This design comes from an exercise in tuning for small area on the open sky130 flow, not from production work.
No functional check of the RTL was part of any run shown here.

==> flow/design.v (outline; a module is shown in full before it is edited, if it fits) <==
// module fft_compute: 1105 lines
// module bf_a21oi: 8 lines
// module bf_fa: 10 lines
// module bf_ha: 9 lines
// module bf_inv: 6 lines
// module bf_nand2: 7 lines
// module bf_nor2: 7 lines
// module bf_o21ai: 8 lines
// module bf_o22ai: 9 lines
// module bf_or2: 7 lines
// module bf_xnor2: 7 lines
// module bf_xor2: 7 lines
// module fft_n_point_stage: 26 lines
// module fft8_top: 21 lines
module fft8_top (
  input  logic         clk,
  input  logic [127:0] x_flat,
  input  logic [191:0] w_flat,
  output logic [127:0] y_flat
);
  // ...
==> flow/run.sh <==
#!/bin/bash
# synth_recipe.tcl (not shown) runs the flow's synth.tcl, then flattens the netlist and writes it again
# the make line also repeats each setting of config.mk as NAME=value (left out here)
make -C /OpenROAD-flow-scripts/flow DESIGN_CONFIG=/design/flow/config.mk WORK_HOME=/design/flow/orfs CLKGATE_MAP_FILE= SYNTH_SCRIPT=/design/flow/synth_recipe.tcl finish
==> flow/config.mk <==
export PLATFORM = sky130hd
export DESIGN_NAME = fft8_top
export DESIGN_NICKNAME = fft8_top
export VERILOG_FILES = /design/flow/design.v
export SDC_FILE = /design/flow/constraint.sdc
export NUM_CORES = 4
export LEC_CHECK = 0
export ABC_AREA = 0
export CAP_MARGIN = 20
export CORE_MARGIN = 2
export CORE_UTILIZATION = 60
export CTS_BUF_LIST = sky130_fd_sc_hd__clkbuf_4 sky130_fd_sc_hd__clkbuf_8
export PLACE_DENSITY = 0.7
export SLEW_MARGIN = 20
export SYNTH_HIERARCHICAL = 1
export SYNTH_MINIMUM_KEEP_SIZE = 0
==> flow/constraint.sdc <==
create_clock -name core_clock -period 10.0 [get_ports {clk}]
set_input_delay 2.0000 -clock core_clock [delete_from_list [all_inputs] [get_ports {clk}]]
set_output_delay 2.0000 -clock core_clock [all_outputs]
set_load 0.01 [all_outputs]
==> flow_summary.ini, run 1 <==
[global_routing]
gr-usage-met1 = 0.487
grt_pass1_vias = 89900
grt_max_degree = 37

[setup_path]
required_ns = 10.74
r2r_cells = 25

[detailed_routing]
ant_nets = 0
dr.pass1.iters = 8

[final_layout]
fillerInstances = 15600
multi_input_area_share = 0.753
signal_buffers = 687

[logic_synthesis]
synth_edf_count = 0
synth_compound_area_frac = 0.135
synth_largest_area_cell = fa_1
synth_adder_area_share = 0.437

[placed_design]
gp_congestion = 1.00
dpl.cell_count = 13800
portBuffers = 448

[sta]
min_period_ns = 8.66
finalCritPeriodShare = 0.866

[cts]
postCtsSetupRepairBufs = 0
cts_root_buffer = clkbuf_8

[status]
status = timing/DRC/antenna clean

[floorplan]
die_w_um = 445

[hold_path]
min_to = r4[28]$_DFF_P_
==> run 2: changes to the inputs <==
--- a/flow/design.v
+++ b/flow/design.v
@@ -446,35 +446,35 @@
   bf_fa u373_403 (.a(n312), .b(n292), .c(n290), .s(n372), .co(n373));
   wire n374, n375;
   bf_fa u375_405 (.a(n313), .b(n294), .c(n293), .s(n374), .co(n375));
   wire n376, n377;
   bf_fa u377_407 (.a(n314), .b(n296), .c(n295), .s(n376), .co(n377));
   wire n378, n379;
   bf_ha u379_409 (.a(n235), .b(nbe[0]), .s(n378), .co(n379));
   wire n380, n381;
-  bf_fa u381_411 (.a(n236), .b(n237), .c(n379), .s(n380), .co(n381));
+  bf_fa u381_411 (.a(n236), .b(n379), .c(n237), .s(n380), .co(n381));
   wire n382, n383;
   bf_fa u383_413 (.a(n238), .b(n239), .c(n381), .s(n382), .co(n383));
   wire n384, n385;
   bf_fa u385_415 (.a(n240), .b(n241), .c(n383), .s(n384), .co(n385));
   wire n386, n387;
   bf_fa u387_417 (.a(n242), .b(n243), .c(n385), .s(n386), .co(n387));
   wire n388, n389;
   bf_fa u389_419 (.a(n244), .b(n245), .c(n387), .s(n388), .co(n389));
   wire n390, n391;
   bf_fa u391_421 (.a(n246), .b(n247), .c(n389), .s(n390), .co(n391));
   wire n392, n393;
   bf_fa u393_423 (.a(n248), .b(n249), .c(n391), .s(n392), .co(n393));
   wire n394, n395;
   bf_fa u395_425 (.a(n250), .b(n251), .c(n393), .s(n394), .co(n395));
   wire n396, n397;
-  bf_ha u397_427 (.a(n252), .b(n253), .s(n396), .co(n397));
+  bf_fa u397_427 (.a(n252), .b(n253), .c(n395), .s(n396), .co(n397));
   wire n398, n399;
-  bf_ha u399_429 (.a(n254), .b(n255), .s(n398), .co(n399));
+  bf_fa u399_429 (.a(n254), .b(n255), .c(n397), .s(n398), .co(n399));
   wire n400, n401;
   bf_ha u401_431 (.a(n256), .b(n257), .s(n400), .co(n401));
   wire n402, n403;
   bf_ha u403_433 (.a(n258), .b(n259), .s(n402), .co(n403));
   wire n404, n405;
   bf_ha u405_435 (.a(n260), .b(n261), .s(n404), .co(n405));
   wire n406, n407;
   bf_ha u407_437 (.a(n262), .b(n263), .s(n406), .co(n407));
@@ -508,605 +508,589 @@
   bf_ha u435_465 (.a(n290), .b(n291), .s(n434), .co(n435));
   wire n436, n437;
   bf_ha u437_467 (.a(n292), .b(n293), .s(n436), .co(n437));
   wire n438, n439;
   bf_ha u439_469 (.a(n294), .b(n295), .s(n438), .co(n439));
   wire n440, n441;
   bf_ha u441_471 (.a(n296), .b(n297), .s(n440), .co(n441));
   wire n442;
-  bf_a21oi u442_473 (.a1(n396), .a2(n395), .b1(n397), .y(n442));
+  bf_a21oi u442_473 (.a1(n400), .a2(n399), .b1(n401), .y(n442));
   wire n443;
   bf_inv u443_475 (.a(n442), .y(n443));
   wire n444;
-  bf_a21oi u444_477 (.a1(n398), .a2(n443), .b1(n399), .y(n444));
+  bf_a21oi u444_477 (.a1(n402), .a2(n443), .b1(n403), .y(n444));
   wire n445;
-  bf_nand2 u445_479 (.a(n398), .b(n396), .y(n445));
+  bf_nand2 u445_479 (.a(n402), .b(n400), .y(n445));
   wire n446;
-  bf_a21oi u446_481 (.a1(n402), .a2(n401), .b1(n403), .y(n446));
+  bf_a21oi u446_481 (.a1(n406), .a2(n405), .b1(n407), .y(n446));
   wire n447;
-  bf_nand2 u447_483 (.a(n402), .b(n400), .y(n447));
+  bf_nand2 u447_483 (.a(n406), .b(n404), .y(n447));
   wire n448;
-  bf_a21oi u448_485 (.a1(n406), .a2(n405), .b1(n407), .y(n448));
+  bf_a21oi u448_485 (.a1(n410), .a2(n409), .b1(n411), .y(n448));
   wire n449;
-  bf_nand2 u449_487 (.a(n406), .b(n404), .y(n449));
+  bf_nand2 u449_487 (.a(n410), .b(n408), .y(n449));
   wire n450;
-  bf_a21oi u450_489 (.a1(n410), .a2(n409), .b1(n411), .y(n450));
+  bf_a21oi u450_489 (.a1(n414), .a2(n413), .b1(n415), .y(n450));
   wire n451;
-  bf_nand2 u451_491 (.a(n410), .b(n408), .y(n451));
+  bf_nand2 u451_491 (.a(n414), .b(n412), .y(n451));
   wire n452;
-  bf_a21oi u452_493 (.a1(n414), .a2(n413), .b1(n415), .y(n452));
+  bf_a21oi u452_493 (.a1(n418), .a2(n417), .b1(n419), .y(n452));
   wire n453;
-  bf_nand2 u453_495 (.a(n414), .b(n412), .y(n453));
+  bf_nand2 u453_495 (.a(n418), .b(n416), .y(n453));
   wire n454;
-  bf_a21oi u454_497 (.a1(n418), .a2(n417), .b1(n419), .y(n454));
+  bf_a21oi u454_497 (.a1(n422), .a2(n421), .b1(n423), .y(n454));
   wire n455;
-  bf_nand2 u455_499 (.a(n418), .b(n416), .y(n455));
+  bf_nand2 u455_499 (.a(n422), .b(n420), .y(n455));
   wire n456;
-  bf_a21oi u456_501 (.a1(n422), .a2(n421), .b1(n423), .y(n456));
+  bf_a21oi u456_501 (.a1(n426), .a2(n425), .b1(n427), .y(n456));
   wire n457;
-  bf_nand2 u457_503 (.a(n422), .b(n420), .y(n457));
+  bf_nand2 u457_503 (.a(n426), .b(n424), .y(n457));
   wire n458;
-  bf_a21oi u458_505 (.a1(n426), .a2(n425), .b1(n427), .y(n458));
+  bf_a21oi u458_505 (.a1(n430), .a2(n429), .b1(n431), .y(n458));
   wire n459;
-  bf_nand2 u459_507 (.a(n426), .b(n424), .y(n459));
+  bf_nand2 u459_507 (.a(n430), .b(n428), .y(n459));
   wire n460;
-  bf_a21oi u460_509 (.a1(n430), .a2(n429), .b1(n431), .y(n460));
+  bf_a21oi u460_509 (.a1(n434), .a2(n433), .b1(n435), .y(n460));
   wire n461;
-  bf_nand2 u461_511 (.a(n430), .b(n428), .y(n461));
+  bf_nand2 u461_511 (.a(n434), .b(n432), .y(n461));
   wire n462;
-  bf_a21oi u462_513 (.a1(n434), .a2(n433), .b1(n435), .y(n462));
+  bf_a21oi u462_513 (.a1(n438), .a2(n437), .b1(n439), .y(n462));
   wire n463;
-  bf_nand2 u463_515 (.a(n434), .b(n432), .y(n463));
+  bf_nand2 u463_515 (.a(n438), .b(n436), .y(n463));
   wire n464;
-  bf_a21oi u464_517 (.a1(n438), .a2(n437), .b1(n439), .y(n464));
+  bf_o21ai u464_517 (.a1(n447), .a2(n444), .b1(n446), .y(n464));
   wire n465;
-  bf_nand2 u465_519 (.a(n438), .b(n436), .y(n465));
+  bf_nor2 u465_519 (.a(n447), .b(n445), .y(n465));
   wire n466;
-  bf_o21ai u466_521 (.a1(n447), .a2(n444), .b1(n446), .y(n466));
+  bf_o21ai u466_521 (.a1(n451), .a2(n448), .b1(n450), .y(n466));
   wire n467;
-  bf_nor2 u467_523 (.a(n447), .b(n445), .y(n467));
+  bf_nor2 u467_523 (.a(n451), .b(n449), .y(n467));
   wire n468;
-  bf_o21ai u468_525 (.a1(n451), .a2(n448), .b1(n450), .y(n468));
+  bf_o21ai u468_525 (.a1(n455), .a2(n452), .b1(n454), .y(n468));
   wire n469;
-  bf_nor2 u469_527 (.a(n451), .b(n449), .y(n469));
+  bf_nor2 u469_527 (.a(n455), .b(n453), .y(n469));
   wire n470;
-  bf_o21ai u470_529 (.a1(n455), .a2(n452), .b1(n454), .y(n470));
+  bf_o21ai u470_529 (.a1(n459), .a2(n456), .b1(n458), .y(n470));
   wire n471;
-  bf_nor2 u471_531 (.a(n455), .b(n453), .y(n471));
+  bf_nor2 u471_531 (.a(n459), .b(n457), .y(n471));
   wire n472;
-  bf_o21ai u472_533 (.a1(n459), .a2(n456), .b1(n458), .y(n472));
+  bf_o21ai u472_533 (.a1(n463), .a2(n460), .b1(n462), .y(n472));
   wire n473;
-  bf_nor2 u473_535 (.a(n459), .b(n457), .y(n473));
+  bf_nor2 u473_535 (.a(n463), .b(n461), .y(n473));
   wire n474;
-  bf_o21ai u474_537 (.a1(n463), .a2(n460), .b1(n462), .y(n474));
+  bf_a21oi u474_537 (.a1(n467), .a2(n464), .b1(n466), .y(n474));
   wire n475;
-  bf_nor2 u475_539 (.a(n463), .b(n461), .y(n475));
+  bf_nand2 u475_539 (.a(n467), .b(n465), .y(n475));
   wire n476;
-  bf_a21oi u476_541 (.a1(n469), .a2(n466), .b1(n468), .y(n476));
+  bf_a21oi u476_541 (.a1(n471), .a2(n468), .b1(n470), .y(n476));
   wire n477;
-  bf_nand2 u477_543 (.a(n469), .b(n467), .y(n477));
+  bf_nand2 u477_543 (.a(n471), .b(n469), .y(n477));
   wire n478;
-  bf_a21oi u478_545 (.a1(n473), .a2(n470), .b1(n472), .y(n478));
+  bf_o21ai u478_545 (.a1(n477), .a2(n474), .b1(n476), .y(n478));
   wire n479;
-  bf_nand2 u479_547 (.a(n473), .b(n471), .y(n479));
+  bf_nor2 u479_547 (.a(n477), .b(n475), .y(n479));
   wire n480;
-  bf_o21ai u480_549 (.a1(n479), .a2(n476), .b1(n478), .y(n480));
+  bf_inv u480_549 (.a(n474), .y(n480));
   wire n481;
-  bf_nor2 u481_551 (.a(n479), .b(n477), .y(n481));
+  bf_a21oi u481_551 (.a1(n469), .a2(n480), .b1(n468), .y(n481));
   wire n482;
-  bf_inv u482_553 (.a(n476), .y(n482));
+  bf_inv u482_553 (.a(n475), .y(n482));
   wire n483;
-  bf_a21oi u483_555 (.a1(n471), .a2(n482), .b1(n470), .y(n483));
+  bf_nand2 u483_555 (.a(n469), .b(n482), .y(n483));
   wire n484;
-  bf_inv u484_557 (.a(n477), .y(n484));
+  bf_a21oi u484_557 (.a1(n473), .a2(n478), .b1(n472), .y(n484));
   wire n485;
-  bf_nand2 u485_559 (.a(n471), .b(n484), .y(n485));
+  bf_nand2 u485_559 (.a(n473), .b(n479), .y(n485));
   wire n486;
-  bf_a21oi u486_561 (.a1(n475), .a2(n480), .b1(n474), .y(n486));
+  bf_inv u486_561 (.a(n464), .y(n486));
   wire n487;
-  bf_nand2 u487_563 (.a(n475), .b(n481), .y(n487));
+  bf_o21ai u487_563 (.a1(n449), .a2(n486), .b1(n448), .y(n487));
   wire n488;
-  bf_inv u488_565 (.a(n466), .y(n488));
+  bf_inv u488_565 (.a(n449), .y(n488));
   wire n489;
-  bf_o21ai u489_567 (.a1(n449), .a2(n488), .b1(n448), .y(n489));
+  bf_nand2 u489_567 (.a(n488), .b(n465), .y(n489));
   wire n490;
-  bf_inv u490_569 (.a(n449), .y(n490));
+  bf_o21ai u490_569 (.a1(n453), .a2(n474), .b1(n452), .y(n490));
   wire n491;
-  bf_nand2 u491_571 (.a(n490), .b(n467), .y(n491));
+  bf_nor2 u491_571 (.a(n453), .b(n475), .y(n491));
   wire n492;
-  bf_o21ai u492_573 (.a1(n453), .a2(n476), .b1(n452), .y(n492));
+  bf_o21ai u492_573 (.a1(n457), .a2(n481), .b1(n456), .y(n492));
   wire n493;
-  bf_nor2 u493_575 (.a(n453), .b(n477), .y(n493));
+  bf_nor2 u493_575 (.a(n457), .b(n483), .y(n493));
   wire n494;
-  bf_o21ai u494_577 (.a1(n457), .a2(n483), .b1(n456), .y(n494));
+  bf_inv u494_577 (.a(n478), .y(n494));
   wire n495;
-  bf_nor2 u495_579 (.a(n457), .b(n485), .y(n495));
+  bf_o21ai u495_579 (.a1(n461), .a2(n494), .b1(n460), .y(n495));
   wire n496;
-  bf_inv u496_581 (.a(n480), .y(n496));
+  bf_inv u496_581 (.a(n461), .y(n496));
   wire n497;
-  bf_o21ai u497_583 (.a1(n461), .a2(n496), .b1(n460), .y(n497));
+  bf_nand2 u497_583 (.a(n496), .b(n479), .y(n497));
   wire n498;
-  bf_inv u498_585 (.a(n461), .y(n498));
+  bf_inv u498_585 (.a(n444), .y(n498));
   wire n499;
-  bf_nand2 u499_587 (.a(n498), .b(n481), .y(n499));
+  bf_a21oi u499_587 (.a1(n404), .a2(n498), .b1(n405), .y(n499));
   wire n500;
-  bf_o21ai u500_589 (.a1(n465), .a2(n486), .b1(n464), .y(n500));
+  bf_inv u500_589 (.a(n445), .y(n500));
   wire n501;
-  bf_nor2 u501_591 (.a(n465), .b(n487), .y(n501));
+  bf_nand2 u501_591 (.a(n404), .b(n500), .y(n501));
   wire n502;
-  bf_inv u502_593 (.a(n444), .y(n502));
+  bf_a21oi u502_593 (.a1(n408), .a2(n464), .b1(n409), .y(n502));
   wire n503;
-  bf_a21oi u503_595 (.a1(n400), .a2(n502), .b1(n401), .y(n503));
+  bf_nand2 u503_595 (.a(n408), .b(n465), .y(n503));
   wire n504;
-  bf_inv u504_597 (.a(n445), .y(n504));
+  bf_a21oi u504_597 (.a1(n412), .a2(n487), .b1(n413), .y(n504));
   wire n505;
-  bf_nand2 u505_599 (.a(n400), .b(n504), .y(n505));
+  bf_inv u505_599 (.a(n489), .y(n505));
   wire n506;
-  bf_a21oi u506_601 (.a1(n404), .a2(n466), .b1(n405), .y(n506));
+  bf_nand2 u506_601 (.a(n412), .b(n505), .y(n506));
   wire n507;
-  bf_nand2 u507_603 (.a(n404), .b(n467), .y(n507));
+  bf_inv u507_603 (.a(n474), .y(n507));
   wire n508;
-  bf_a21oi u508_605 (.a1(n408), .a2(n489), .b1(n409), .y(n508));
+  bf_a21oi u508_605 (.a1(n416), .a2(n507), .b1(n417), .y(n508));
   wire n509;
-  bf_inv u509_607 (.a(n491), .y(n509));
+  bf_inv u509_607 (.a(n475), .y(n509));
   wire n510;
-  bf_nand2 u510_609 (.a(n408), .b(n509), .y(n510));
+  bf_nand2 u510_609 (.a(n416), .b(n509), .y(n510));
   wire n511;
-  bf_inv u511_611 (.a(n476), .y(n511));
+  bf_a21oi u511_611 (.a1(n420), .a2(n490), .b1(n421), .y(n511));
   wire n512;
-  bf_a21oi u512_613 (.a1(n412), .a2(n511), .b1(n413), .y(n512));
+  bf_nand2 u512_613 (.a(n420), .b(n491), .y(n512));
   wire n513;
-  bf_inv u513_615 (.a(n477), .y(n513));
+  bf_inv u513_615 (.a(n481), .y(n513));
   wire n514;
-  bf_nand2 u514_617 (.a(n412), .b(n513), .y(n514));
+  bf_a21oi u514_617 (.a1(n424), .a2(n513), .b1(n425), .y(n514));
   wire n515;
-  bf_a21oi u515_619 (.a1(n416), .a2(n492), .b1(n417), .y(n515));
+  bf_inv u515_619 (.a(n483), .y(n515));
   wire n516;
-  bf_nand2 u516_621 (.a(n416), .b(n493), .y(n516));
+  bf_nand2 u516_621 (.a(n424), .b(n515), .y(n516));
   wire n517;
-  bf_inv u517_623 (.a(n483), .y(n517));
+  bf_a21oi u517_623 (.a1(n428), .a2(n492), .b1(n429), .y(n517));
   wire n518;
-  bf_a21oi u518_625 (.a1(n420), .a2(n517), .b1(n421), .y(n518));
+  bf_nand2 u518_625 (.a(n428), .b(n493), .y(n518));
   wire n519;
-  bf_inv u519_627 (.a(n485), .y(n519));
+  bf_a21oi u519_627 (.a1(n432), .a2(n478), .b1(n433), .y(n519));
   wire n520;
-  bf_nand2 u520_629 (.a(n420), .b(n519), .y(n520));
+  bf_nand2 u520_629 (.a(n432), .b(n479), .y(n520));
   wire n521;
-  bf_a21oi u521_631 (.a1(n424), .a2(n494), .b1(n425), .y(n521));
+  bf_a21oi u521_631 (.a1(n436), .a2(n495), .b1(n437), .y(n521));
   wire n522;
-  bf_nand2 u522_633 (.a(n424), .b(n495), .y(n522));
+  bf_inv u522_633 (.a(n497), .y(n522));
   wire n523;
-  bf_a21oi u523_635 (.a1(n428), .a2(n480), .b1(n429), .y(n523));
+  bf_nand2 u523_635 (.a(n436), .b(n522), .y(n523));
   wire n524;
-  bf_nand2 u524_637 (.a(n428), .b(n481), .y(n524));
+  bf_inv u524_637 (.a(n484), .y(n524));
   wire n525;
-  bf_a21oi u525_639 (.a1(n432), .a2(n497), .b1(n433), .y(n525));
+  bf_a21oi u525_639 (.a1(n440), .a2(n524), .b1(n441), .y(n525));
   wire n526;
-  bf_inv u526_641 (.a(n499), .y(n526));
+  bf_inv u526_641 (.a(n485), .y(n526));
   wire n527;
-  bf_nand2 u527_643 (.a(n432), .b(n526), .y(n527));
+  bf_nand2 u527_643 (.a(n440), .b(n526), .y(n527));
   wire n528;
-  bf_inv u528_645 (.a(n486), .y(n528));
+  bf_xor2 u528_645 (.a(n400), .b(n399), .y(n528));
   wire n529;
-  bf_a21oi u529_647 (.a1(n436), .a2(n528), .b1(n437), .y(n529));
+  bf_xnor2 u529_647 (.a(n402), .b(n442), .y(n529));
   wire n530;
-  bf_inv u530_649 (.a(n487), .y(n530));
+  bf_xnor2 u530_649 (.a(n404), .b(n444), .y(n530));
   wire n531;
-  bf_nand2 u531_651 (.a(n436), .b(n530), .y(n531));
+  bf_xnor2 u531_651 (.a(n406), .b(n499), .y(n531));
   wire n532;
-  bf_a21oi u532_653 (.a1(n440), .a2(n500), .b1(n441), .y(n532));
+  bf_xor2 u532_653 (.a(n408), .b(n464), .y(n532));
   wire n533;
-  bf_nand2 u533_655 (.a(n440), .b(n501), .y(n533));
+  bf_xnor2 u533_655 (.a(n410), .b(n502), .y(n533));
   wire n534;
-  bf_xor2 u534_657 (.a(n396), .b(n395), .y(n534));
+  bf_xor2 u534_657 (.a(n412), .b(n487), .y(n534));
   wire n535;
-  bf_xnor2 u535_659 (.a(n398), .b(n442), .y(n535));
+  bf_xnor2 u535_659 (.a(n414), .b(n504), .y(n535));
   wire n536;
-  bf_xnor2 u536_661 (.a(n400), .b(n444), .y(n536));
+  bf_xnor2 u536_661 (.a(n416), .b(n474), .y(n536));
   wire n537;
-  bf_xnor2 u537_663 (.a(n402), .b(n503), .y(n537));
+  bf_xnor2 u537_663 (.a(n418), .b(n508), .y(n537));
   wire n538;
-  bf_xor2 u538_665 (.a(n404), .b(n466), .y(n538));
+  bf_xor2 u538_665 (.a(n420), .b(n490), .y(n538));
   wire n539;
-  bf_xnor2 u539_667 (.a(n406), .b(n506), .y(n539));
+  bf_xnor2 u539_667 (.a(n422), .b(n511), .y(n539));
   wire n540;
-  bf_xor2 u540_669 (.a(n408), .b(n489), .y(n540));
+  bf_xnor2 u540_669 (.a(n424), .b(n481), .y(n540));
   wire n541;
-  bf_xnor2 u541_671 (.a(n410), .b(n508), .y(n541));
+  bf_xnor2 u541_671 (.a(n426), .b(n514), .y(n541));
   wire n542;
-  bf_xnor2 u542_673 (.a(n412), .b(n476), .y(n542));
+  bf_xor2 u542_673 (.a(n428), .b(n492), .y(n542));
   wire n543;
-  bf_xnor2 u543_675 (.a(n414), .b(n512), .y(n543));
+  bf_xnor2 u543_675 (.a(n430), .b(n517), .y(n543));
   wire n544;
-  bf_xor2 u544_677 (.a(n416), .b(n492), .y(n544));
+  bf_xor2 u544_677 (.a(n432), .b(n478), .y(n544));
   wire n545;
-  bf_xnor2 u545_679 (.a(n418), .b(n515), .y(n545));
+  bf_xnor2 u545_679 (.a(n434), .b(n519), .y(n545));
   wire n546;
-  bf_xnor2 u546_681 (.a(n420), .b(n483), .y(n546));
+  bf_xor2 u546_681 (.a(n436), .b(n495), .y(n546));
   wire n547;
-  bf_xnor2 u547_683 (.a(n422), .b(n518), .y(n547));
+  bf_xnor2 u547_683 (.a(n438), .b(n521), .y(n547));
   wire n548;
-  bf_xor2 u548_685 (.a(n424), .b(n494), .y(n548));
-  wire n549;
-  bf_xnor2 u549_687 (.a(n426), .b(n521), .y(n549));
-  wire n550;
-  bf_xor2 u550_689 (.a(n428), .b(n480), .y(n550));
-  wire n551;
-  bf_xnor2 u551_691 (.a(n430), .b(n523), .y(n551));
-  wire n552;
-  bf_xor2 u552_693 (.a(n432), .b(n497), .y(n552));
-  wire n553;
-  bf_xnor2 u553_695 (.a(n434), .b(n525), .y(n553));
-  wire n554;
-  bf_xnor2 u554_697 (.a(n436), .b(n486), .y(n554));
-  wire n555;
-  bf_xnor2 u555_699 (.a(n438), .b(n529), .y(n555));
-  wire n556;
-  bf_xor2 u556_701 (.a(n440), .b(n500), .y(n556));
+  bf_xnor2 u548_685 (.a(n440), .b(n484), .y(n548));
+  wire n549, n550;
+  bf_ha u550_687 (.a(n315), .b(nbe[0]), .s(n549), .co(n550));
+  wire n551, n552;
+  bf_fa u552_689 (.a(n235), .b(n550), .c(n316), .s(n551), .co(n552));
+  wire n553, n554;
+  bf_fa u554_691 (.a(n317), .b(n318), .c(n552), .s(n553), .co(n554));
+  wire n555, n556;
+  bf_fa u556_693 (.a(n319), .b(n320), .c(n554), .s(n555), .co(n556));
   wire n557, n558;
-  bf_ha u558_703 (.a(n315), .b(nbe[0]), .s(n557), .co(n558));
+  bf_fa u558_695 (.a(n321), .b(n322), .c(n556), .s(n557), .co(n558));
   wire n559, n560;
-  bf_fa u560_705 (.a(n235), .b(n316), .c(n558), .s(n559), .co(n560));
+  bf_fa u560_697 (.a(n323), .b(n324), .c(n558), .s(n559), .co(n560));
   wire n561, n562;
-  bf_fa u562_707 (.a(n317), .b(n318), .c(n560), .s(n561), .co(n562));
+  bf_fa u562_699 (.a(n325), .b(n326), .c(n560), .s(n561), .co(n562));
   wire n563, n564;
-  bf_fa u564_709 (.a(n319), .b(n320), .c(n562), .s(n563), .co(n564));
+  bf_fa u564_701 (.a(n327), .b(n328), .c(n562), .s(n563), .co(n564));
   wire n565, n566;
-  bf_fa u566_711 (.a(n321), .b(n322), .c(n564), .s(n565), .co(n566));
+  bf_fa u566_703 (.a(n329), .b(n330), .c(n564), .s(n565), .co(n566));
   wire n567, n568;
-  bf_fa u568_713 (.a(n323), .b(n324), .c(n566), .s(n567), .co(n568));
+  bf_ha u568_705 (.a(n331), .b(n332), .s(n567), .co(n568));
   wire n569, n570;
-  bf_fa u570_715 (.a(n325), .b(n326), .c(n568), .s(n569), .co(n570));
+  bf_ha u570_707 (.a(n333), .b(n334), .s(n569), .co(n570));
   wire n571, n572;
-  bf_fa u572_717 (.a(n327), .b(n328), .c(n570), .s(n571), .co(n572));
+  bf_ha u572_709 (.a(n335), .b(n336), .s(n571), .co(n572));
   wire n573, n574;
-  bf_fa u574_719 (.a(n329), .b(n330), .c(n572), .s(n573), .co(n574));
+  bf_ha u574_711 (.a(n337), .b(n338), .s(n573), .co(n574));
   wire n575, n576;
-  bf_ha u576_721 (.a(n331), .b(n332), .s(n575), .co(n576));
+  bf_ha u576_713 (.a(n339), .b(n340), .s(n575), .co(n576));
   wire n577, n578;
-  bf_ha u578_723 (.a(n333), .b(n334), .s(n577), .co(n578));
+  bf_ha u578_715 (.a(n341), .b(n342), .s(n577), .co(n578));
   wire n579, n580;
-  bf_ha u580_725 (.a(n335), .b(n336), .s(n579), .co(n580));
+  bf_ha u580_717 (.a(n343), .b(n344), .s(n579), .co(n580));
   wire n581, n582;
-  bf_ha u582_727 (.a(n337), .b(n338), .s(n581), .co(n582));
+  bf_ha u582_719 (.a(n345), .b(n346), .s(n581), .co(n582));
   wire n583, n584;
-  bf_ha u584_729 (.a(n339), .b(n340), .s(n583), .co(n584));
+  bf_ha u584_721 (.a(n347), .b(n348), .s(n583), .co(n584));
   wire n585, n586;
-  bf_ha u586_731 (.a(n341), .b(n342), .s(n585), .co(n586));
+  bf_ha u586_723 (.a(n349), .b(n350), .s(n585), .co(n586));
   wire n587, n588;
-  bf_ha u588_733 (.a(n343), .b(n344), .s(n587), .co(n588));
+  bf_ha u588_725 (.a(n351), .b(n352), .s(n587), .co(n588));
   wire n589, n590;
-  bf_ha u590_735 (.a(n345), .b(n346), .s(n589), .co(n590));
+  bf_ha u590_727 (.a(n353), .b(n354), .s(n589), .co(n590));
   wire n591, n592;
-  bf_ha u592_737 (.a(n347), .b(n348), .s(n591), .co(n592));
+  bf_ha u592_729 (.a(n355), .b(n356), .s(n591), .co(n592));
   wire n593, n594;
-  bf_ha u594_739 (.a(n349), .b(n350), .s(n593), .co(n594));
+  bf_ha u594_731 (.a(n357), .b(n358), .s(n593), .co(n594));
   wire n595, n596;
-  bf_ha u596_741 (.a(n351), .b(n352), .s(n595), .co(n596));
+  bf_ha u596_733 (.a(n359), .b(n360), .s(n595), .co(n596));
   wire n597, n598;
-  bf_ha u598_743 (.a(n353), .b(n354), .s(n597), .co(n598));
+  bf_ha u598_735 (.a(n361), .b(n362), .s(n597), .co(n598));
   wire n599, n600;
-  bf_ha u600_745 (.a(n355), .b(n356), .s(n599), .co(n600));
+  bf_ha u600_737 (.a(n363), .b(n364), .s(n599), .co(n600));
   wire n601, n602;
-  bf_ha u602_747 (.a(n357), .b(n358), .s(n601), .co(n602));
+  bf_ha u602_739 (.a(n365), .b(n366), .s(n601), .co(n602));
   wire n603, n604;
-  bf_ha u604_749 (.a(n359), .b(n360), .s(n603), .co(n604));
+  bf_ha u604_741 (.a(n367), .b(n368), .s(n603), .co(n604));
   wire n605, n606;
-  bf_ha u606_751 (.a(n361), .b(n362), .s(n605), .co(n606));
+  bf_ha u606_743 (.a(n369), .b(n370), .s(n605), .co(n606));
   wire n607, n608;
-  bf_ha u608_753 (.a(n363), .b(n364), .s(n607), .co(n608));
+  bf_ha u608_745 (.a(n371), .b(n372), .s(n607), .co(n608));
   wire n609, n610;
-  bf_ha u610_755 (.a(n365), .b(n366), .s(n609), .co(n610));
+  bf_ha u610_747 (.a(n373), .b(n374), .s(n609), .co(n610));
   wire n611, n612;
-  bf_ha u612_757 (.a(n367), .b(n368), .s(n611), .co(n612));
-  wire n613, n614;
-  bf_ha u614_759 (.a(n369), .b(n370), .s(n613), .co(n614));
-  wire n615, n616;
-  bf_ha u616_761 (.a(n371), .b(n372), .s(n615), .co(n616));
-  wire n617, n618;
-  bf_ha u618_763 (.a(n373), .b(n374), .s(n617), .co(n618));
-  wire n619, n620;
-  bf_ha u620_765 (.a(n375), .b(n376), .s(n619), .co(n620));
+  bf_ha u612_749 (.a(n375), .b(n376), .s(n611), .co(n612));
+  wire n613;
+  bf_a21oi u613_751 (.a1(n567), .a2(n566), .b1(n568), .y(n613));
+  wire n614;
+  bf_inv u614_753 (.a(n613), .y(n614));
+  wire n615;
+  bf_a21oi u615_755 (.a1(n569), .a2(n614), .b1(n570), .y(n615));
+  wire n616;
+  bf_nand2 u616_757 (.a(n569), .b(n567), .y(n616));
+  wire n617;
+  bf_a21oi u617_759 (.a1(n573), .a2(n572), .b1(n574), .y(n617));
+  wire n618;
+  bf_nand2 u618_761 (.a(n573), .b(n571), .y(n618));
+  wire n619;
+  bf_a21oi u619_763 (.a1(n577), .a2(n576), .b1(n578), .y(n619));
+  wire n620;
+  bf_nand2 u620_765 (.a(n577), .b(n575), .y(n620));
   wire n621;
-  bf_a21oi u621_767 (.a1(n575), .a2(n574), .b1(n576), .y(n621));
+  bf_a21oi u621_767 (.a1(n581), .a2(n580), .b1(n582), .y(n621));
   wire n622;
-  bf_inv u622_769 (.a(n621), .y(n622));
+  bf_nand2 u622_769 (.a(n581), .b(n579), .y(n622));
   wire n623;
-  bf_a21oi u623_771 (.a1(n577), .a2(n622), .b1(n578), .y(n623));
+  bf_a21oi u623_771 (.a1(n585), .a2(n584), .b1(n586), .y(n623));
   wire n624;
-  bf_nand2 u624_773 (.a(n577), .b(n575), .y(n624));
+  bf_nand2 u624_773 (.a(n585), .b(n583), .y(n624));
   wire n625;
-  bf_a21oi u625_775 (.a1(n581), .a2(n580), .b1(n582), .y(n625));
+  bf_a21oi u625_775 (.a1(n589), .a2(n588), .b1(n590), .y(n625));
   wire n626;
-  bf_nand2 u626_777 (.a(n581), .b(n579), .y(n626));
+  bf_nand2 u626_777 (.a(n589), .b(n587), .y(n626));
   wire n627;
-  bf_a21oi u627_779 (.a1(n585), .a2(n584), .b1(n586), .y(n627));
+  bf_a21oi u627_779 (.a1(n593), .a2(n592), .b1(n594), .y(n627));
   wire n628;
-  bf_nand2 u628_781 (.a(n585), .b(n583), .y(n628));
+  bf_nand2 u628_781 (.a(n593), .b(n591), .y(n628));
   wire n629;
-  bf_a21oi u629_783 (.a1(n589), .a2(n588), .b1(n590), .y(n629));
+  bf_a21oi u629_783 (.a1(n597), .a2(n596), .b1(n598), .y(n629));
   wire n630;
-  bf_nand2 u630_785 (.a(n589), .b(n587), .y(n630));
+  bf_nand2 u630_785 (.a(n597), .b(n595), .y(n630));
   wire n631;
-  bf_a21oi u631_787 (.a1(n593), .a2(n592), .b1(n594), .y(n631));
+  bf_a21oi u631_787 (.a1(n601), .a2(n600), .b1(n602), .y(n631));
   wire n632;
-  bf_nand2 u632_789 (.a(n593), .b(n591), .y(n632));
+  bf_nand2 u632_789 (.a(n601), .b(n599), .y(n632));
   wire n633;
-  bf_a21oi u633_791 (.a1(n597), .a2(n596), .b1(n598), .y(n633));
+  bf_a21oi u633_791 (.a1(n605), .a2(n604), .b1(n606), .y(n633));
   wire n634;
-  bf_nand2 u634_793 (.a(n597), .b(n595), .y(n634));
+  bf_nand2 u634_793 (.a(n605), .b(n603), .y(n634));
   wire n635;
-  bf_a21oi u635_795 (.a1(n601), .a2(n600), .b1(n602), .y(n635));
+  bf_a21oi u635_795 (.a1(n609), .a2(n608), .b1(n610), .y(n635));
   wire n636;
-  bf_nand2 u636_797 (.a(n601), .b(n599), .y(n636));
+  bf_nand2 u636_797 (.a(n609), .b(n607), .y(n636));
   wire n637;
-  bf_a21oi u637_799 (.a1(n605), .a2(n604), .b1(n606), .y(n637));
+  bf_o21ai u637_799 (.a1(n618), .a2(n615), .b1(n617), .y(n637));
   wire n638;
-  bf_nand2 u638_801 (.a(n605), .b(n603), .y(n638));
+  bf_nor2 u638_801 (.a(n618), .b(n616), .y(n638));
   wire n639;
-  bf_a21oi u639_803 (.a1(n609), .a2(n608), .b1(n610), .y(n639));
+  bf_o21ai u639_803 (.a1(n622), .a2(n619), .b1(n621), .y(n639));
   wire n640;
-  bf_nand2 u640_805 (.a(n609), .b(n607), .y(n640));
+  bf_nor2 u640_805 (.a(n622), .b(n620), .y(n640));
   wire n641;
-  bf_a21oi u641_807 (.a1(n613), .a2(n612), .b1(n614), .y(n641));
+  bf_o21ai u641_807 (.a1(n626), .a2(n623), .b1(n625), .y(n641));
   wire n642;
-  bf_nand2 u642_809 (.a(n613), .b(n611), .y(n642));
+  bf_nor2 u642_809 (.a(n626), .b(n624), .y(n642));
   wire n643;
-  bf_a21oi u643_811 (.a1(n617), .a2(n616), .b1(n618), .y(n643));
+  bf_o21ai u643_811 (.a1(n630), .a2(n627), .b1(n629), .y(n643));
   wire n644;
-  bf_nand2 u644_813 (.a(n617), .b(n615), .y(n644));
+  bf_nor2 u644_813 (.a(n630), .b(n628), .y(n644));
   wire n645;
-  bf_o21ai u645_815 (.a1(n626), .a2(n623), .b1(n625), .y(n645));
+  bf_o21ai u645_815 (.a1(n634), .a2(n631), .b1(n633), .y(n645));
   wire n646;
-  bf_nor2 u646_817 (.a(n626), .b(n624), .y(n646));
+  bf_nor2 u646_817 (.a(n634), .b(n632), .y(n646));
   wire n647;
-  bf_o21ai u647_819 (.a1(n630), .a2(n627), .b1(n629), .y(n647));
+  bf_a21oi u647_819 (.a1(n640), .a2(n637), .b1(n639), .y(n647));
   wire n648;
-  bf_nor2 u648_821 (.a(n630), .b(n628), .y(n648));
+  bf_nand2 u648_821 (.a(n640), .b(n638), .y(n648));
   wire n649;
-  bf_o21ai u649_823 (.a1(n634), .a2(n631), .b1(n633), .y(n649));
+  bf_a21oi u649_823 (.a1(n644), .a2(n641), .b1(n643), .y(n649));
   wire n650;
-  bf_nor2 u650_825 (.a(n634), .b(n632), .y(n650));
+  bf_nand2 u650_825 (.a(n644), .b(n642), .y(n650));
   wire n651;
-  bf_o21ai u651_827 (.a1(n638), .a2(n635), .b1(n637), .y(n651));
+  bf_o21ai u651_827 (.a1(n650), .a2(n647), .b1(n649), .y(n651));
   wire n652;
-  bf_nor2 u652_829 (.a(n638), .b(n636), .y(n652));
+  bf_nor2 u652_829 (.a(n650), .b(n648), .y(n652));
   wire n653;
-  bf_o21ai u653_831 (.a1(n642), .a2(n639), .b1(n641), .y(n653));
+  bf_inv u653_831 (.a(n647), .y(n653));
   wire n654;
-  bf_nor2 u654_833 (.a(n642), .b(n640), .y(n654));
+  bf_a21oi u654_833 (.a1(n642), .a2(n653), .b1(n641), .y(n654));
   wire n655;
-  bf_a21oi u655_835 (.a1(n648), .a2(n645), .b1(n647), .y(n655));
+  bf_inv u655_835 (.a(n648), .y(n655));
   wire n656;
-  bf_nand2 u656_837 (.a(n648), .b(n646), .y(n656));
+  bf_nand2 u656_837 (.a(n642), .b(n655), .y(n656));
   wire n657;
-  bf_a21oi u657_839 (.a1(n652), .a2(n649), .b1(n651), .y(n657));
+  bf_a21oi u657_839 (.a1(n646), .a2(n651), .b1(n645), .y(n657));
   wire n658;
-  bf_nand2 u658_841 (.a(n652), .b(n650), .y(n658));
+  bf_nand2 u658_841 (.a(n646), .b(n652), .y(n658));
   wire n659;
-  bf_o21ai u659_843 (.a1(n658), .a2(n655), .b1(n657), .y(n659));
+  bf_inv u659_843 (.a(n637), .y(n659));
   wire n660;
-  bf_nor2 u660_845 (.a(n658), .b(n656), .y(n660));
+  bf_o21ai u660_845 (.a1(n620), .a2(n659), .b1(n619), .y(n660));
   wire n661;
-  bf_inv u661_847 (.a(n655), .y(n661));
+  bf_inv u661_847 (.a(n620), .y(n661));
   wire n662;
-  bf_a21oi u662_849 (.a1(n650), .a2(n661), .b1(n649), .y(n662));
+  bf_nand2 u662_849 (.a(n661), .b(n638), .y(n662));
   wire n663;
-  bf_inv u663_851 (.a(n656), .y(n663));
+  bf_o21ai u663_851 (.a1(n624), .a2(n647), .b1(n623), .y(n663));
   wire n664;
-  bf_nand2 u664_853 (.a(n650), .b(n663), .y(n664));
+  bf_nor2 u664_853 (.a(n624), .b(n648), .y(n664));
   wire n665;
-  bf_a21oi u665_855 (.a1(n654), .a2(n659), .b1(n653), .y(n665));
+  bf_o21ai u665_855 (.a1(n628), .a2(n654), .b1(n627), .y(n665));
   wire n666;
-  bf_nand2 u666_857 (.a(n654), .b(n660), .y(n666));
+  bf_nor2 u666_857 (.a(n628), .b(n656), .y(n666));
   wire n667;
-  bf_inv u667_859 (.a(n645), .y(n667));
+  bf_inv u667_859 (.a(n651), .y(n667));
   wire n668;
-  bf_o21ai u668_861 (.a1(n628), .a2(n667), .b1(n627), .y(n668));
+  bf_o21ai u668_861 (.a1(n632), .a2(n667), .b1(n631), .y(n668));
   wire n669;
-  bf_inv u669_863 (.a(n628), .y(n669));
+  bf_inv u669_863 (.a(n632), .y(n669));
   wire n670;
-  bf_nand2 u670_865 (.a(n669), .b(n646), .y(n670));
+  bf_nand2 u670_865 (.a(n669), .b(n652), .y(n670));
   wire n671;
-  bf_o21ai u671_867 (.a1(n632), .a2(n655), .b1(n631), .y(n671));
+  bf_o21ai u671_867 (.a1(n636), .a2(n657), .b1(n635), .y(n671));
   wire n672;
-  bf_nor2 u672_869 (.a(n632), .b(n656), .y(n672));
+  bf_nor2 u672_869 (.a(n636), .b(n658), .y(n672));
   wire n673;
-  bf_o21ai u673_871 (.a1(n636), .a2(n662), .b1(n635), .y(n673));
+  bf_inv u673_871 (.a(n615), .y(n673));
   wire n674;
-  bf_nor2 u674_873 (.a(n636), .b(n664), .y(n674));
+  bf_a21oi u674_873 (.a1(n571), .a2(n673), .b1(n572), .y(n674));
   wire n675;
-  bf_inv u675_875 (.a(n659), .y(n675));
+  bf_inv u675_875 (.a(n616), .y(n675));
   wire n676;
-  bf_o21ai u676_877 (.a1(n640), .a2(n675), .b1(n639), .y(n676));
+  bf_nand2 u676_877 (.a(n571), .b(n675), .y(n676));
   wire n677;
-  bf_inv u677_879 (.a(n640), .y(n677));
+  bf_a21oi u677_879 (.a1(n575), .a2(n637), .b1(n576), .y(n677));
   wire n678;
-  bf_nand2 u678_881 (.a(n677), .b(n660), .y(n678));
+  bf_nand2 u678_881 (.a(n575), .b(n638), .y(n678));
   wire n679;
-  bf_o21ai u679_883 (.a1(n644), .a2(n665), .b1(n643), .y(n679));
+  bf_a21oi u679_883 (.a1(n579), .a2(n660), .b1(n580), .y(n679));
   wire n680;
-  bf_nor2 u680_885 (.a(n644), .b(n666), .y(n680));
+  bf_inv u680_885 (.a(n662), .y(n680));
   wire n681;
-  bf_inv u681_887 (.a(n623), .y(n681));
+  bf_nand2 u681_887 (.a(n579), .b(n680), .y(n681));
   wire n682;
-  bf_a21oi u682_889 (.a1(n579), .a2(n681), .b1(n580), .y(n682));
+  bf_inv u682_889 (.a(n647), .y(n682));
   wire n683;
-  bf_inv u683_891 (.a(n624), .y(n683));
+  bf_a21oi u683_891 (.a1(n583), .a2(n682), .b1(n584), .y(n683));
   wire n684;
-  bf_nand2 u684_893 (.a(n579), .b(n683), .y(n684));
+  bf_inv u684_893 (.a(n648), .y(n684));
   wire n685;
-  bf_a21oi u685_895 (.a1(n583), .a2(n645), .b1(n584), .y(n685));
+  bf_nand2 u685_895 (.a(n583), .b(n684), .y(n685));
   wire n686;
-  bf_nand2 u686_897 (.a(n583), .b(n646), .y(n686));
+  bf_a21oi u686_897 (.a1(n587), .a2(n663), .b1(n588), .y(n686));
   wire n687;
-  bf_a21oi u687_899 (.a1(n587), .a2(n668), .b1(n588), .y(n687));
+  bf_nand2 u687_899 (.a(n587), .b(n664), .y(n687));
   wire n688;
-  bf_inv u688_901 (.a(n670), .y(n688));
+  bf_inv u688_901 (.a(n654), .y(n688));
   wire n689;
-  bf_nand2 u689_903 (.a(n587), .b(n688), .y(n689));
+  bf_a21oi u689_903 (.a1(n591), .a2(n688), .b1(n592), .y(n689));
   wire n690;
-  bf_inv u690_905 (.a(n655), .y(n690));
+  bf_inv u690_905 (.a(n656), .y(n690));
   wire n691;
-  bf_a21oi u691_907 (.a1(n591), .a2(n690), .b1(n592), .y(n691));
+  bf_nand2 u691_907 (.a(n591), .b(n690), .y(n691));
   wire n692;
-  bf_inv u692_909 (.a(n656), .y(n692));
+  bf_a21oi u692_909 (.a1(n595), .a2(n665), .b1(n596), .y(n692));
   wire n693;
-  bf_nand2 u693_911 (.a(n591), .b(n692), .y(n693));
+  bf_nand2 u693_911 (.a(n595), .b(n666), .y(n693));
   wire n694;
-  bf_a21oi u694_913 (.a1(n595), .a2(n671), .b1(n596), .y(n694));
+  bf_a21oi u694_913 (.a1(n599), .a2(n651), .b1(n600), .y(n694));
   wire n695;
-  bf_nand2 u695_915 (.a(n595), .b(n672), .y(n695));
+  bf_nand2 u695_915 (.a(n599), .b(n652), .y(n695));
   wire n696;
-  bf_inv u696_917 (.a(n662), .y(n696));
+  bf_a21oi u696_917 (.a1(n603), .a2(n668), .b1(n604), .y(n696));
   wire n697;
-  bf_a21oi u697_919 (.a1(n599), .a2(n696), .b1(n600), .y(n697));
+  bf_inv u697_919 (.a(n670), .y(n697));
   wire n698;
-  bf_inv u698_921 (.a(n664), .y(n698));
+  bf_nand2 u698_921 (.a(n603), .b(n697), .y(n698));
   wire n699;
-  bf_nand2 u699_923 (.a(n599), .b(n698), .y(n699));
+  bf_inv u699_923 (.a(n657), .y(n699));
   wire n700;
-  bf_a21oi u700_925 (.a1(n603), .a2(n673), .b1(n604), .y(n700));
+  bf_a21oi u700_925 (.a1(n607), .a2(n699), .b1(n608), .y(n700));
   wire n701;
-  bf_nand2 u701_927 (.a(n603), .b(n674), .y(n701));
+  bf_inv u701_927 (.a(n658), .y(n701));
   wire n702;
-  bf_a21oi u702_929 (.a1(n607), .a2(n659), .b1(n608), .y(n702));
+  bf_nand2 u702_929 (.a(n607), .b(n701), .y(n702));
   wire n703;
-  bf_nand2 u703_931 (.a(n607), .b(n660), .y(n703));
+  bf_a21oi u703_931 (.a1(n611), .a2(n671), .b1(n612), .y(n703));
   wire n704;
-  bf_a21oi u704_933 (.a1(n611), .a2(n676), .b1(n612), .y(n704));
+  bf_nand2 u704_933 (.a(n611), .b(n672), .y(n704));
   wire n705;
-  bf_inv u705_935 (.a(n678), .y(n705));
+  bf_xor2 u705_935 (.a(n567), .b(n566), .y(n705));
   wire n706;
-  bf_nand2 u706_937 (.a(n611), .b(n705), .y(n706));
+  bf_xnor2 u706_937 (.a(n569), .b(n613), .y(n706));
   wire n707;
-  bf_inv u707_939 (.a(n665), .y(n707));
+  bf_xnor2 u707_939 (.a(n571), .b(n615), .y(n707));
   wire n708;
-  bf_a21oi u708_941 (.a1(n615), .a2(n707), .b1(n616), .y(n708));
+  bf_xnor2 u708_941 (.a(n573), .b(n674), .y(n708));
   wire n709;
-  bf_inv u709_943 (.a(n666), .y(n709));
+  bf_xor2 u709_943 (.a(n575), .b(n637), .y(n709));
   wire n710;
-  bf_nand2 u710_945 (.a(n615), .b(n709), .y(n710));
+  bf_xnor2 u710_945 (.a(n577), .b(n677), .y(n710));
   wire n711;
-  bf_a21oi u711_947 (.a1(n619), .a2(n679), .b1(n620), .y(n711));
+  bf_xor2 u711_947 (.a(n579), .b(n660), .y(n711));
   wire n712;
-  bf_nand2 u712_949 (.a(n619), .b(n680), .y(n712));
+  bf_xnor2 u712_949 (.a(n581), .b(n679), .y(n712));
   wire n713;
-  bf_xor2 u713_951 (.a(n575), .b(n574), .y(n713));
+  bf_xnor2 u713_951 (.a(n583), .b(n647), .y(n713));
   wire n714;
-  bf_xnor2 u714_953 (.a(n577), .b(n621), .y(n714));
+  bf_xnor2 u714_953 (.a(n585), .b(n683), .y(n714));
   wire n715;
-  bf_xnor2 u715_955 (.a(n579), .b(n623), .y(n715));
+  bf_xor2 u715_955 (.a(n587), .b(n663), .y(n715));
   wire n716;
-  bf_xnor2 u716_957 (.a(n581), .b(n682), .y(n716));
+  bf_xnor2 u716_957 (.a(n589), .b(n686), .y(n716));
   wire n717;
-  bf_xor2 u717_959 (.a(n583), .b(n645), .y(n717));
+  bf_xnor2 u717_959 (.a(n591), .b(n654), .y(n717));
   wire n718;
-  bf_xnor2 u718_961 (.a(n585), .b(n685), .y(n718));
+  bf_xnor2 u718_961 (.a(n593), .b(n689), .y(n718));
   wire n719;
-  bf_xor2 u719_963 (.a(n587), .b(n668), .y(n719));
+  bf_xor2 u719_963 (.a(n595), .b(n665), .y(n719));
   wire n720;
-  bf_xnor2 u720_965 (.a(n589), .b(n687), .y(n720));
+  bf_xnor2 u720_965 (.a(n597), .b(n692), .y(n720));
   wire n721;
-  bf_xnor2 u721_967 (.a(n591), .b(n655), .y(n721));
+  bf_xor2 u721_967 (.a(n599), .b(n651), .y(n721));
   wire n722;
-  bf_xnor2 u722_969 (.a(n593), .b(n691), .y(n722));
+  bf_xnor2 u722_969 (.a(n601), .b(n694), .y(n722));
   wire n723;
-  bf_xor2 u723_971 (.a(n595), .b(n671), .y(n723));
+  bf_xor2 u723_971 (.a(n603), .b(n668), .y(n723));
   wire n724;
-  bf_xnor2 u724_973 (.a(n597), .b(n694), .y(n724));
+  bf_xnor2 u724_973 (.a(n605), .b(n696), .y(n724));
   wire n725;
-  bf_xnor2 u725_975 (.a(n599), .b(n662), .y(n725));
+  bf_xnor2 u725_975 (.a(n607), .b(n657), .y(n725));
   wire n726;
-  bf_xnor2 u726_977 (.a(n601), .b(n697), .y(n726));
+  bf_xnor2 u726_977 (.a(n609), .b(n700), .y(n726));
   wire n727;
-  bf_xor2 u727_979 (.a(n603), .b(n673), .y(n727));
+  bf_xor2 u727_979 (.a(n611), .b(n671), .y(n727));
   wire n728;
-  bf_xnor2 u728_981 (.a(n605), .b(n700), .y(n728));
+  bf_xor2 u728_981 (.a(n533), .b(n378), .y(n728));
   wire n729;
-  bf_xor2 u729_983 (.a(n607), .b(n659), .y(n729));
+  bf_xor2 u729_983 (.a(n534), .b(n380), .y(n729));
   wire n730;
-  bf_xnor2 u730_985 (.a(n609), .b(n702), .y(n730));
+  bf_xor2 u730_985 (.a(n535), .b(n382), .y(n730));
   wire n731;
-  bf_xor2 u731_987 (.a(n611), .b(n676), .y(n731));
+  bf_xor2 u731_987 (.a(n536), .b(n384), .y(n731));
   wire n732;
-  bf_xnor2 u732_989 (.a(n613), .b(n704), .y(n732));
+  bf_xor2 u732_989 (.a(n537), .b(n386), .y(n732));
   wire n733;
-  bf_xnor2 u733_991 (.a(n615), .b(n665), .y(n733));
+  bf_xor2 u733_991 (.a(n538), .b(n388), .y(n733));
   wire n734;
-  bf_xnor2 u734_993 (.a(n617), .b(n708), .y(n734));
+  bf_xor2 u734_993 (.a(n539), .b(n390), .y(n734));
   wire n735;
-  bf_xor2 u735_995 (.a(n619), .b(n679), .y(n735));
+  bf_xor2 u735_995 (.a(n540), .b(n392), .y(n735));
   wire n736;
-  bf_xor2 u736_997 (.a(n541), .b(n378), .y(n736));
+  bf_xor2 u736_997 (.a(n541), .b(n394), .y(n736));
   wire n737;
-  bf_xor2 u737_999 (.a(n542), .b(n380), .y(n737));
+  bf_xor2 u737_999 (.a(n542), .b(n396), .y(n737));
   wire n738;
-  bf_xor2 u738_1001 (.a(n543), .b(n382), .y(n738));
+  bf_xor2 u738_1001 (.a(n543), .b(n398), .y(n738));
   wire n739;
-  bf_xor2 u739_1003 (.a(n544), .b(n384), .y(n739));
+  bf_xor2 u739_1003 (.a(n544), .b(n528), .y(n739));
   wire n740;
-  bf_xor2 u740_1005 (.a(n545), .b(n386), .y(n740));
+  bf_xor2 u740_1005 (.a(n545), .b(n529), .y(n740));
   wire n741;
-  bf_xor2 u741_1007 (.a(n546), .b(n388), .y(n741));
+  bf_xor2 u741_1007 (.a(n546), .b(n530), .y(n741));
   wire n742;
-  bf_xor2 u742_1009 (.a(n547), .b(n390), .y(n742));
+  bf_xor2 u742_1009 (.a(n547), .b(n531), .y(n742));
   wire n743;
-  bf_xor2 u743_1011 (.a(n548), .b(n392), .y(n743));
+  bf_xor2 u743_1011 (.a(n548), .b(n532), .y(n743));
   wire n744;
-  bf_xor2 u744_1013 (.a(n549), .b(n394), .y(n744));
+  bf_xor2 u744_1013 (.a(n712), .b(n549), .y(n744));
   wire n745;
-  bf_xor2 u745_1015 (.a(n550), .b(n534), .y(n745));
+  bf_xor2 u745_1015 (.a(n713), .b(n551), .y(n745));
   wire n746;
-  bf_xor2 u746_1017 (.a(n551), .b(n535), .y(n746));
+  bf_xor2 u746_1017 (.a(n714), .b(n553), .y(n746));
   wire n747;
-  bf_xor2 u747_1019 (.a(n552), .b(n536), .y(n747));
+  bf_xor2 u747_1019 (.a(n715), .b(n555), .y(n747));
   wire n748;
-  bf_xor2 u748_1021 (.a(n553), .b(n537), .y(n748));
+  bf_xor2 u748_1021 (.a(n716), .b(n557), .y(n748));
   wire n749;
-  bf_xor2 u749_1023 (.a(n554), .b(n538), .y(n749));
+  bf_xor2 u749_1023 (.a(n717), .b(n559), .y(n749));
   wire n750;
-  bf_xor2 u750_1025 (.a(n555), .b(n539), .y(n750));
+  bf_xor2 u750_1025 (.a(n718), .b(n561), .y(n750));
   wire n751;
-  bf_xor2 u751_1027 (.a(n556), .b(n540), .y(n751));
+  bf_xor2 u751_1027 (.a(n719), .b(n563), .y(n751));
   wire n752;
-  bf_xor2 u752_1029 (.a(n720), .b(n557), .y(n752));
+  bf_xor2 u752_1029 (.a(n720), .b(n565), .y(n752));
   wire n753;
-  bf_xor2 u753_1031 (.a(n721), .b(n559), .y(n753));
+  bf_xor2 u753_1031 (.a(n721), .b(n705), .y(n753));
   wire n754;
-  bf_xor2 u754_1033 (.a(n722), .b(n561), .y(n754));
+  bf_xor2 u754_1033 (.a(n722), .b(n706), .y(n754));
   wire n755;
-  bf_xor2 u755_1035 (.a(n723), .b(n563), .y(n755));
+  bf_xor2 u755_1035 (.a(n723), .b(n707), .y(n755));
   wire n756;
-  bf_xor2 u756_1037 (.a(n724), .b(n565), .y(n756));
+  bf_xor2 u756_1037 (.a(n724), .b(n708), .y(n756));
   wire n757;
-  bf_xor2 u757_1039 (.a(n725), .b(n567), .y(n757));
+  bf_xor2 u757_1039 (.a(n725), .b(n709), .y(n757));
   wire n758;
-  bf_xor2 u758_1041 (.a(n726), .b(n569), .y(n758));
+  bf_xor2 u758_1041 (.a(n726), .b(n710), .y(n758));
   wire n759;
-  bf_xor2 u759_1043 (.a(n727), .b(n571), .y(n759));
-  wire n760;
-  bf_xor2 u760_1045 (.a(n728), .b(n573), .y(n760));
-  wire n761;
-  bf_xor2 u761_1047 (.a(n729), .b(n713), .y(n761));
-  wire n762;
-  bf_xor2 u762_1049 (.a(n730), .b(n714), .y(n762));
-  wire n763;
-  bf_xor2 u763_1051 (.a(n731), .b(n715), .y(n763));
-  wire n764;
-  bf_xor2 u764_1053 (.a(n732), .b(n716), .y(n764));
-  wire n765;
-  bf_xor2 u765_1055 (.a(n733), .b(n717), .y(n765));
-  wire n766;
-  bf_xor2 u766_1057 (.a(n734), .b(n718), .y(n766));
-  wire n767;
-  bf_xor2 u767_1059 (.a(n735), .b(n719), .y(n767));
-  assign y_N = {n751, n750, n749, n748, n747, n746, n745, n744, n743, n742, n741, n740, n739, n738, n737, n736};
-  assign y_M = {n767, n766, n765, n764, n763, n762, n761, n760, n759, n758, n757, n756, n755, n754, n753, n752};
+  bf_xor2 u759_1043 (.a(n727), .b(n711), .y(n759));
+  assign y_N = {n743, n742, n741, n740, n739, n738, n737, n736, n735, n734, n733, n732, n731, n730, n729, n728};
+  assign y_M = {n759, n758, n757, n756, n755, n754, n753, n752, n751, n750, n749, n748, n747, n746, n745, n744};
 endmodule
 module bf_a21oi (
   input  logic a1,
   input  logic a2,
   input  logic b1,
   output logic y
 );
   assign y = ~((a1 & a2) | b1);
==> flow/flow/run.sh (new file) <==
#!/bin/bash
# Own layout flow: the standard flow (standard.sh, with its synthesis unchanged), with
# the port buffers made of the smallest buffer cell (buf_1) and clock tree synthesis
# without dummy loads.  Each tool's output goes to a log file of its own in this folder.
set -euo pipefail
bash standard.sh synth > synth.log 2>&1
export BUFFER_PORTS_ARGS="-buffer_cell sky130_fd_sc_hd__buf_1"
export CTS_ARGS="-sink_clustering_enable -repair_clock_nets -dont_use_dummy_load -buf_list {sky130_fd_sc_hd__clkbuf_4 sky130_fd_sc_hd__clkbuf_8}"
bash standard.sh finish > layout.log 2>&1
==> flow/standard.sh (new file) <==
#!/bin/bash
# synth_recipe.tcl (not shown) runs the flow's synth.tcl, then flattens the netlist and writes it again
# the make line also repeats each setting of config.mk as NAME=value (left out here)
make -C /OpenROAD-flow-scripts/flow DESIGN_CONFIG=/design/flow/config.mk WORK_HOME=/design/flow/orfs CLKGATE_MAP_FILE= SYNTH_SCRIPT=/design/flow/synth_recipe.tcl "${@:-finish}"
==> flow/config.mk (replaced) <==
export PLATFORM = sky130hd
export DESIGN_NAME = fft8_top
export DESIGN_NICKNAME = fft8_top
export VERILOG_FILES = /design/flow/design.v
export SDC_FILE = /design/flow/constraint.sdc
export NUM_CORES = 4
export LEC_CHECK = 0
export ABC_AREA = 0
export CAP_MARGIN = 20
export CORE_MARGIN = 2
export CORE_UTILIZATION = 60
export PLACE_DENSITY = 0.7
export SLEW_MARGIN = 20
export SYNTH_HIERARCHICAL = 1
export SYNTH_MINIMUM_KEEP_SIZE = 0
removed: flow/run.sh
==> flow_summary.ini, run 2 <==
[cts]
cts_made_buffers = 117
cts_hold_buf = 0
ctsLongestPathBuffers = 3
clock_latency_ns = 0.89
postCtsSetupRepairBufs = 0
cts_tree = built
cts_resized = 0
clock_sinks = 768
h-tree-depth = 3
clk_pin_slew_ns = 0.06
cts_root_buffer = clkbuf_8

[hold_path]
hp-class = register to register
min_to = r4[44]$_DFF_P_
hp-start = r3[44]$_DFF_P_
min_path_cells = 0

[logic_synthesis]
yosys.area.top_type_share = 0.356
synth_edf_count = 0
synthArstFlopShare = 0
ys_types = 13
syn_inst = 10900
synth.most_common_cell = xnor2_1
syn_area_per_cell_um2 = 10.7
synth-seq-area-share = 0.132
ys_ff_latch = 768
synth.area.top_cells = fa_1, xnor2_1, dfxtp_1
synth_top_flop_cell = dfxtp_1
synth_largest_area_cell = fa_1
synth_commonest_cells = xnor2_1, fa_1, o22ai_1
syn_nets = 14000
ys_warn_count = 7
synth_area_mm2 = 0.116

[setup_path]
worst_ep_arrival_time_ns = 9.46
cp-end-kind = register
r2r-end = r5[126]$_DFF_P_
required_ns = 10.77
cp_max_fo = 16
rr_startpoint = r4[112]$_DFF_P_
r2r_cells = 25
start_kind = input pin
critical_path_class = input pin to register
ff2ff_setup_slack_ns = 1.53
crit_start = x_flat[113]

[final_layout]
layout_commonest_cell = xnor2_1
drive_gt1_frac = 0.0879
final_cell_mix = xnor2_1, fa_1, o22ai_1
layoutNonFillerInstCount = 13900
finish.instance_area_mm2 = 0.122
final_nets = 14500
synthToLayoutAreaGrowth_pct = 4.86

[global_routing]
grt_antenna_before_repair = 30
grt_max_degree = 37
grt_pass1_vias = 88700
grt_pass1_wl_um = 521000
grtUsageTotal = 0.339
gr-total-overflow = 0

[floorplan]
rows = 161
start_util = 0.603
die-area_mm2 = 0.197
coreArea_mm2 = 0.193
ios = 449
die_w_um = 444
dieHeight_um = 444

[placed_design]
gp_congestion = 0.985
dp_hpwl_um = 269000
dpl.cell_count = 13700
placed_area_mm2 = 0.120
portBuffers = 448

[status]
status = timing/DRC/antenna clean

[sta]
finalCritPeriodShare = 0.869
finalHoldViolCount = 0
worst_slew_pin_slew_ns = 1.14
rsz0062_at_grt = no
hold_ws_ns = 0.201
clock_skew_ns = 0.126
fmax_mhz = 115
setup_viol = 0
fin_setup_tns_ns = 0
min_period_ns = 8.69
drv_slew = 0
slew_headroom = 0.234

[detailed_routing]
dr.pass1.iters = 6
wl_per_cell_um = 24.3
drc_errors = 0
ant_nets = 0
viasPerCell = 6.13
drt_iter0_markers = 8522
dr_total_vias = 84900
routed_wl_um = 337000

[run]
cap_viol_max_count = 0
==> run 2: worst max-delay path: stages <==
cell	delay [ns]
buf_1	0.22
xnor2_1	0.57
nand2_1	0.47
o22ai_1	0.31
xnor2_1	0.17
fa_1	0.45
fa_1	0.51
fa_1	0.44
fa_1	0.40
fa_1	0.39
fa_1	0.39
fa_1	0.39
fa_1	0.38
fa_1	0.42
a21oi_2	0.18
inv_1	0.07
a21oi_2	0.18
o21ai_1	0.19
a21oi_2	0.33
o21ai_1	0.26
inv_1	0.11
o21ai_1	0.12
a21oi_2	0.15
xnor2_1	0.16
xor2_1	0.18
==> run 2: routing by layer <==
metal  up-vias  global-route usage  routed length [um]
met3       683              0.0608               32800
li1      36900                   -                   -
met4         4               0.127               14200
met2      4835               0.538              153000
met1     42400               0.466              136000
met5         -                   0                  27
==> run 2: through the flow <==
step	setup WS, ns	util
floorplan	1.03	-
global placement	0.747	0.624
detailed placement	0.521	0.624
CTS	1.44	0.632
global route	0.882	0.633
finish	1.31	0.633
==> run 2: modules after synthesis (local to each module, per instance), a selection <==
module,times used,cell area (um^2),cells inside
bf_a21oi,600,8.76,1
bf_o22ai,1440,6.26,1
fft8_top,1,15400,768
bf_xnor2,2124,8.76,1
bf_nand2,540,3.75,1
bf_or2,60,6.26,1
bf_inv,924,3.75,1
bf_o21ai,252,5.00,1
==> run 2: final cells by class <==
class	count	area, um^2
inverters	924	3470
multi-input cells	8808	94700
diodes	26	65.1
clock buffers	117	1610
flip-flops and latches	768	15400
repair buffers	683	3450
well taps	2526	3160
fillers	15800	70700
==> run 2: worst max path at each step <==
stage / to / slack, ns
2_1_floorplan: r1[106]$_DFF_P_ / 1.03
3_3_place_gp: r1[78]$_DFF_P_ / 0.75
3_5_place_dp: r1[110]$_DFF_P_ / 0.52
4_1_cts: r1[110]$_DFF_P_ / 1.44
5_1_grt: r1[110]$_DFF_P_ / 0.88
6_report: r1[110]$_DFF_P_ / 1.31
==> run 2: kinds of logic (layout without fill, tap and decap cells) <==
logic type,Yosys count,after routing,synth area share
AOI/OAI and AO/OA,2292,2292,0.134
xor gates and xnor gates,2784,2784,0.210
adders and majority gates,2844,2844,0.440
buffers and inverters,1308,1724,0.0547
DFF,768,768,0.132
other,0,26,0
and+or+nand+nor,888,888,0.0300

-- port drivers added, routing unchanged --
No port has a modelled driver above. Below, the same layouts with a new extraction and two added sets of constraints.
Step 1 sets driving cells, clkbuf_16 on the clock port and buf_2 on the other inputs (assumed; they add their load-dependent delay and slew).
Step 2 moves the port delays by t, midway between the first and last clock arrival at a register: inputs arrive t later, outputs are due t later. That takes back most of the time a late clock gives input paths.
Three values: ideal ports, drivers, drivers and shift; two values: the first two.
| run | t (ns) | setup slack, ns | hold slack, ns |
|---|---|---|---|
| run 1 | 0.948 | 1.336 / 1.385 / 0.437 | 0.280 / 0.280 / 0.280 |
| run 2 | 0.894 | 1.312 / 1.342 / 0.447 | 0.201 / 0.201 / 0.201 |
After both steps every run listed still meets setup and hold. The setup slack of run 1, which loses most, moves by +0.049 ns with the drivers and by -0.899 ns with both steps.
